Background: an optimization exercise with open tools, aiming at small area. Do not read the settings as production practice. Function not checked in this run: the RTL went through the layout flow alone. Power is estimated from default activity; no workload was simulated.

==> flow/config.mk <==
export PLATFORM = sky130hd
export DESIGN_NAME = MESI_FSM
export DESIGN_NICKNAME = MESI_FSM
export VERILOG_FILES = /design/flow/design.v
export SDC_FILE = /design/flow/constraint.sdc
export NUM_CORES = 4
export LEC_CHECK = 0
export CAP_MARGIN = 0
export CORE_MARGIN = 2
export CORE_UTILIZATION = 40
export GPL_TIMING_DRIVEN = 0
export SLEW_MARGIN = 0
==> flow/constraint.sdc <==
create_clock -name core_clock -period 8.0 [get_ports {clk}]
set_input_delay 1.6000 -clock core_clock [delete_from_list [all_inputs] [get_ports {clk}]]
set_output_delay 1.6000 -clock core_clock [all_outputs]
set_load 0.01 [all_outputs]
==> flow/design.v <==
module MESI_FSM #(
    parameter Cache_Block_Size = 8,
    parameter host_pid = 2'b00 )(
    input logic clk,
    input logic resetn,
    input logic Core_Op,                     
    output logic PrHlt,
    input logic [3:0] pr_addr,               
    output logic [Cache_Block_Size-1:0] Cache_output,
    input logic [Cache_Block_Size-1:0] Cache_input,
    input logic [(2+3+2+2+Cache_Block_Size)-1:0] bus_in,
    output logic [(2+3+2+2+Cache_Block_Size)-1:0] bus_out,
    input logic flag_in,
    output logic flag_out
    );
    logic [7:0] data [0:3];
    logic [1:0] tagd [0:3];
    logic [1:0] st   [0:3];
    logic [1:0] cnt;           
    logic [2:0] bo_tid;
    logic [3:0] bo_addr;
    logic [7:0] bo_data;
    wire       op    = Core_Op;
    wire [1:0] ptag  = pr_addr[3:2];
    wire [1:0] pidx  = pr_addr[1:0];
    wire [2:0] tid   = bus_in[14:12];
    wire [1:0] btag  = bus_in[11:10];
    wire [1:0] bidx  = bus_in[9:8];
    wire [7:0] bdata = bus_in[7:0];
    wire       rst   = ~resetn;
    wire [3:0] ps, bs;
    assign ps[0] = ~pidx[1] & ~pidx[0];
    assign ps[1] = ~pidx[1] &  pidx[0];
    assign ps[2] =  pidx[1] & ~pidx[0];
    assign ps[3] =  pidx[1] &  pidx[0];
    assign bs[0] = ~bidx[1] & ~bidx[0];
    assign bs[1] = ~bidx[1] &  bidx[0];
    assign bs[2] =  bidx[1] & ~bidx[0];
    assign bs[3] =  bidx[1] &  bidx[0];
    wire       snoop = flag_in & (bus_in[16] | bus_in[15]);
    wire [1:0] sb    = (st[0] & {2{bs[0]}}) | (st[1] & {2{bs[1]}}) |
                       (st[2] & {2{bs[2]}}) | (st[3] & {2{bs[3]}});
    wire [1:0] tp    = (tagd[0] & {2{ps[0]}}) | (tagd[1] & {2{ps[1]}}) |
                       (tagd[2] & {2{ps[2]}}) | (tagd[3] & {2{ps[3]}});
    wire [1:0] sp    = (st[0] & {2{ps[0]}}) | (st[1] & {2{ps[1]}}) |
                       (st[2] & {2{ps[2]}}) | (st[3] & {2{ps[3]}});
    wire       hitA  = (sb != 2'b00) & (tp == btag);
    wire       A     = snoop & hitA;
    wire       B     = snoop & ~hitA & PrHlt & (tid == 3'd3);
    wire       t0    = (tid == 3'd0);
    wire       t1    = (tid == 3'd1);
    wire       t2    = (tid == 3'd2);
    wire       flush = A & sb[1] & sb[0] & (t0 | t1);
    wire       same  = (pidx == bidx);
    function automatic logic [1:0] snoop_next(input logic [1:0] s);
        snoop_next[1] = ~(t0 | t1) & s[1];
        snoop_next[0] = t0 | (~t1 & ~(t2 & ~s[1]) & s[0]);
    endfunction
    wire [1:0] sb_a  = snoop_next(sb);
    wire [1:0] s1p   = B ? {op, 1'b1} : (A & same) ? sb_a : sp;
    wire       hitP  = B ? (btag == ptag) : ((s1p != 2'b00) & (tp == ptag));
    wire       miss  = ~hitP;
    wire       fill  = miss & cnt[1];
    wire       upgr  = hitP & op & ~s1p[1];
    wire       preq  = miss | upgr;
    wire       pwr   = (hitP & op) | fill;           
    wire       shr   = (ptag == btag) & same;
    wire [7:0] xval  = (op ? Cache_input : bdata) & {8{resetn}};
    wire       ones  = ~op & fill & resetn;          
    wire [3:0] dwe;
    genvar gi;
    generate for (gi = 0; gi < 4; gi++) begin : g_we
        assign dwe[gi] = rst | (pwr & ps[gi]) | (B & bs[gi]);
    end endgenerate
    wire       co_dp  = ~op & hitP & ~(B & same);
    wire       co_bd  = ~op & B & (hitP ? same : ~fill);
    wire       co_ff  = ~op & fill;
    wire       co_ld  = rst | co_dp | co_bd | co_ff;
    wire [7:0] dp     = (data[0] & {8{ps[0]}}) | (data[1] & {8{ps[1]}}) |
                        (data[2] & {8{ps[2]}}) | (data[3] & {8{ps[3]}});
    wire [7:0] db     = (data[0] & {8{bs[0]}}) | (data[1] & {8{bs[1]}}) |
                        (data[2] & {8{bs[2]}}) | (data[3] & {8{bs[3]}});
    always_ff @(posedge clk) begin
        for (int i = 0; i < 4; i++) begin
            data[i] <= (data[i] & {8{~dwe[i]}}) | (xval & {8{dwe[i]}}) | {8{ones & ps[i]}};
            if (rst)
                tagd[i] <= '0;
            else if (fill && ps[i])
                tagd[i] <= ptag;
            else if (B && ps[i])
                tagd[i] <= btag;
            if (rst)
                st[i] <= '0;
            else if (pwr && ps[i])
                st[i] <= {op | ~shr, op | shr};
            else if (B && ps[i])
                st[i] <= {op, 1'b1};
            else if (A && bs[i])
                st[i] <= snoop_next(st[i]);
        end
        if (rst)
            cnt <= '0;
        else if (miss)
            cnt <= {~cnt[1] & cnt[0], ~cnt[1] & ~cnt[0]};
        if (rst)
            PrHlt <= 1'b0;
        else if (miss)
            PrHlt <= ~cnt[1];
        else if (B)
            PrHlt <= 1'b0;
        flag_out <= resetn & (preq | flush);
        Cache_output <= (Cache_output & {8{~co_ld}}) |
                        (dp & {8{co_dp & resetn}}) |
                        (bdata & {8{co_bd & resetn}}) |
                        {8{co_ff & resetn}};
        if (rst) begin
            bo_tid  <= '0;
            bo_addr <= '0;
            bo_data <= '0;
        end else if (preq) begin
            bo_tid  <= fill ? 3'd4 : upgr ? 3'd2 : {2'b00, op};
            bo_addr <= pr_addr;
            bo_data <= {8{fill}};
        end else if (flush) begin
            bo_tid  <= 3'd3;
            bo_addr <= bus_in[11:8];
            bo_data <= db;
        end
    end
    assign bus_out = {host_pid, bo_tid, bo_addr, bo_data};
endmodule
==> flow/flow/run.sh <==
#!/bin/bash
# Standard ORFS flow (the standard.sh, unchanged synthesis), with
# smaller port buffers and a lighter clock tree.
set -euo pipefail
cd "$(dirname "$0")/.."
bash standard.sh \
  REMOVE_ABC_BUFFERS=1 \
  BUFFER_PORTS_ARGS="-buffer_cell sky130_fd_sc_hd__buf_1" \
  CTS_ARGS="-sink_clustering_enable -repair_clock_nets -dont_use_dummy_load -buf_list sky130_fd_sc_hd__clkbuf_8 -sink_clustering_size 20" \
  finish > flow_standard.log 2>&1
==> flow/standard.sh <==
#!/bin/bash
# synth_recipe.tcl (not shown) runs the flow's synth.tcl, then flattens the netlist and writes it again
# the make line also repeats each setting of config.mk as NAME=value (left out here)
make -C /OpenROAD-flow-scripts/flow DESIGN_CONFIG=/design/flow/config.mk WORK_HOME=/design/flow/orfs CLKGATE_MAP_FILE= SYNTH_SCRIPT=/design/flow/synth_recipe.tcl "${@:-finish}"
==> run notes <==
==> worst max-delay path, stage by stage <==
cell and delay, ns:
sky130_fd_sc_hd__buf_1 0.98, sky130_fd_sc_hd__mux4_2 0.47, sky130_fd_sc_hd__xor2_1 0.21, sky130_fd_sc_hd__or3_1 0.54
sky130_fd_sc_hd__o21a_1 0.33, sky130_fd_sc_hd__o22ai_1 1.03, sky130_fd_sc_hd__nand2b_1 0.43, sky130_fd_sc_hd__o22ai_1 0.15
==> cells by family (layout without fill, tap and decap cells) <==
kind of cell    after synthesis  in the layout
compound gates              150            150
simple gates                145            145
flops                        75             75
buf+inv                      49             77
mux                          44             44
xor+xnor                     10             10
other cells                   1              2
==> sequential cells by signal, indices dropped and copies added, names as in the netlist <==
name,count
data,32
Cache_output,8
bo_data,8
st,8
tagd,8
bo_addr,4
bo_tid,3
cnt,2
PrHlt,1
flag_out,1
==> layer usage <==
| layer | vias to the layer above | global-route usage | part of all wire |
|---|---|---|---|
| li1 | 1914 | - | - |
| met1 | 2045 | 0.306 | 0.43 |
| met2 | 179 | 0.372 | 0.47 |
| met3 | 28 | 0.0533 | 0.076 |
| met4 | 0 | 0.0940 | 0.021 |
| met5 | - | 0 | 0 |
==> stage by stage <==
step / cells / utilization
2_1_floorplan: 437 / -
3_3_place_gp: 634 / 0.429
3_5_place_dp: 634 / 0.429
6_report: 643 / 0.440
5_1_grt: 643 / 0.440
4_1_cts: 643 / 0.440
==> area by class of cell <==
| cell class | count | share of cell area |
|---|---|---|
| multi-input combinational | 351 | 0.571 |
| sequential | 75 | 0.313 |
| timing repair buffer | 57 | 0.0454 |
| tap | 140 | 0.0365 |
| clock buffer | 9 | 0.0258 |
| inverter | 11 | 0.00861 |
==> Yosys cell counts (10+ instances only) <==
master                     instances  area share
sky130_fd_sc_hd__dfxtp_1          75        0.34
sky130_fd_sc_hd__nand4_1          33       0.046
sky130_fd_sc_hd__o211ai_1         32       0.054
sky130_fd_sc_hd__nand2_1          29       0.024
sky130_fd_sc_hd__o21ai_0          25       0.028
sky130_fd_sc_hd__a21oi_1          24       0.027
sky130_fd_sc_hd__nor2_1           23       0.019
sky130_fd_sc_hd__mux4_2           22        0.11
sky130_fd_sc_hd__clkbuf_1         17       0.014
sky130_fd_sc_hd__mux2_2           13       0.033
sky130_fd_sc_hd__and2_1           10       0.014
sky130_fd_sc_hd__inv_1            10      0.0084
==> layout by cell type (no fill, tap or decap), types with 9 or more instances in the layout <==
| master | instances |
|---|---|
| sky130_fd_sc_hd__nand4_1 | 33 |
| sky130_fd_sc_hd__nand2_1 | 29 |
| sky130_fd_sc_hd__clkbuf_8 | 9 |
| sky130_fd_sc_hd__o21ai_0 | 25 |
| sky130_fd_sc_hd__a21oi_1 | 24 |
| sky130_fd_sc_hd__dfxtp_1 | 75 |
| sky130_fd_sc_hd__mux4_2 | 22 |
| sky130_fd_sc_hd__inv_1 | 10 |
| sky130_fd_sc_hd__mux2_2 | 13 |
| sky130_fd_sc_hd__o211ai_1 | 32 |
| sky130_fd_sc_hd__mux2i_1 | 9 |
| sky130_fd_sc_hd__a31oi_1 | 9 |
| sky130_fd_sc_hd__buf_1 | 54 |
| sky130_fd_sc_hd__nor2_1 | 23 |
| sky130_fd_sc_hd__and2_1 | 10 |
==> report_power, final <==
group	total (mW)	internal [mW]	leakage, nW	switching, mW
combinational	0.216	0.0891	1.02	0.127
clock	0.228	0.100	0.0647	0.127
sequential	0.444	0.413	0.618	0.0310
==> worst max-delay path by stage <==
stage | start | end | slack (ns) | cells past startpoint
final | pr_addr[1] | bo_tid[2] | 2.46 | 8
after detailed placement | bus_in[8] | bo_tid[2] | 1.99 | 8
after global routing | pr_addr[1] | bo_tid[2] | 2.20 | 8
after CTS | bus_in[8] | bo_tid[2] | 2.37 | 8
after floorplan | pr_addr[0] | bo_tid[2] | 3.65 | 7
after global placement | pr_addr[0] | bo_tid[2] | 1.73 | 8
==> run notes <==
• finished clean — result of the run
• 0 — post-cts sizing count
• 0.137 — share of layout cells above drive strength 1
• 1.99 ns — worst setup timing slack at the placement stage
• 0.693 — ratio of final minimum period to clock period
• 21,100 um — wire length of the first global-routing pass
• 538 — Net count, final
• built — TritonCTS clock tree
• 10,900 um2 — core area
• bo_tid[2] — end of the worst hold path
• bo_tid[2] — hold path startpoint
• 1.70 nW — reported leakage power
• 0.233 — GR Util All Layers
• 4470 um2 — summed instance area of the synthesized netlist
• 6.48 — via density per instance
• 110 um — Die X-Extent
• 1.38 ns — actual slew at the worst max-slew pin
• 474 — Cells after Synth
• 8.22 ns — required time of the critical path
• tagd[3][0] — startpoint of the lowest-slack register-to-register path
• 75 — synthesized flop and latch total
• 180 MHz — max frequency
• 0 — final slew viol count
• 2 — WHS Path Cells
• 0 — number of setup violations in the final report
• 0 ns — Total Negative Setup Slacks
• 21.1 um — wire length per cell after detailed routing
• no — setup repair after global routing missed its margin
• 9420 um — half-perimeter wire length after placement
• 12,000 um2 — Die Outline Area
• 0 — DRC violations left
• input port — startpoint types
• 3 — level count of the clock H-tree
• 0 — post-CTS setup buffer count
• 4800 um2 — post-route cell area
• 35 — maximum number of pins on one net before global-route repair
• 5 — drt first pass iters
• 7 — number of cells on the worst reg-to-reg path
• 0.472 ns — worst hold slack across all endpoints
• 4.35 ns — slack of the worst reg-to-reg path
• 5.77 ns — worst endpoint data arrival time
• 0.908 — GPL Wtd Cong
• 0.164 — mux cell area share after synthesis
• 4 — Synthesis Warnings
• 60 — top-level I/O count
• sky130_fd_sc_hd__clkbuf_8 — CTS Root Cell
• 110 um — vertical extent of the die
• 0.411 — initial core utilization
• 2 — buffer depth of the longest clock path
• 0 — number of antenna violations at the first check in global routing
• 3,951 — via count of the first global-routing pass
• 38 — number of placement rows
• 0.0790 mV — Max VDD drop
• 23 — highest fanout seen on the critical path
• 0.887 mW — Power Total
• 57 — PortBufs
• 0 — count of flip-flops with a built-in enable after synthesis
• input port to flip-flop — crit path kind
• bo_tid[2] — reg2reg end
• 2.46 ns — post-layout worst setup margin
• 0 — CTS Hold Bufs
• 7.28% — synthesis-to-layout area growth
• 0 — antenna fix cells
• 5.54 ns — time the final worst path needs with I/O delays and setup
• 0.245 — fraction of the mapped netlist area in compound gates
• 0.182 — Synth Area in Simple Gates
• 4670 um2 — instance area after placement
• 0.0196 — fraction of synthesized cell area in xor and xnor cells
• 0.36 ns — worst-skew pair later-pin latency
• 0 — area share of fa/ha/maj cells after synthesis
• 349 — Starting DRT DRC Count
• flip-flop — type of element capturing the critical path
• 0 — maxcap violations
• 0 — DRT antenna net count
• 9.43 um2 — Avg Cell Area, Syn
• 0 — Hold Violations, Final
• 0.0202 ns — post-route clock skew
• 13,600 um — final WL
• 0 — Synth async-reset ratio
• 4,166 — via count of the routed design
• 0.08 ns — clock-pin slew of the registers on the worst-case setup and hold paths
• 60 — Netlist cell types
• compound AO/OA/AOI/OAI gates — main combinational cell family by area after synthesis
• 1,094 — number of fill cells in the layout
• 75 — CTS sink cnt
• 0.336 — sequential element share of the synthesized area
• 2740 um2 — area of the multi-input gates
• sky130_fd_sc_hd__dfxtp_1 — Post-synth top flop
• 0 — overflow left after global routing
• 1500 um2 — area of all sequential standard cells
• 9 — cts bufs inserted
• 0.0805 — worst slew slack as a fraction of its limit
• flip-flop to flip-flop — class of the most critical hold timing path
• 185 nW/um2 — areal power density over the cells

==> separate check: timing with driven ports <==
No port has a modelled driver above. Below, the same layout with a new extraction and two added sets of constraints.
Step 1 (the two cells are an assumption about what drives the block):
set clk [get_ports {clk}]
set_driving_cell -lib_cell sky130_fd_sc_hd__clkbuf_16 $clk
set_driving_cell -lib_cell sky130_fd_sc_hd__buf_2 [delete_from_list [all_inputs] $clk]
Step 2 also shifts input and output timing later by t, the mid clock arrival at the registers, as if the neighbouring blocks saw the same clock.
Three values: ideal, step 1, step 2; two values: the first two.
t, ns: 0.382
setup WS [ns]: 2.458 / 2.455 / 2.073
hold WS [ns]: 0.472 / 0.472 / 0.472
slew at the worst register clock pin (ns): 0.08 / 0.08
After both steps this run still meets setup and hold. The setup slack of this run moves by -0.003 ns with the drivers and by -0.385 ns with both steps.
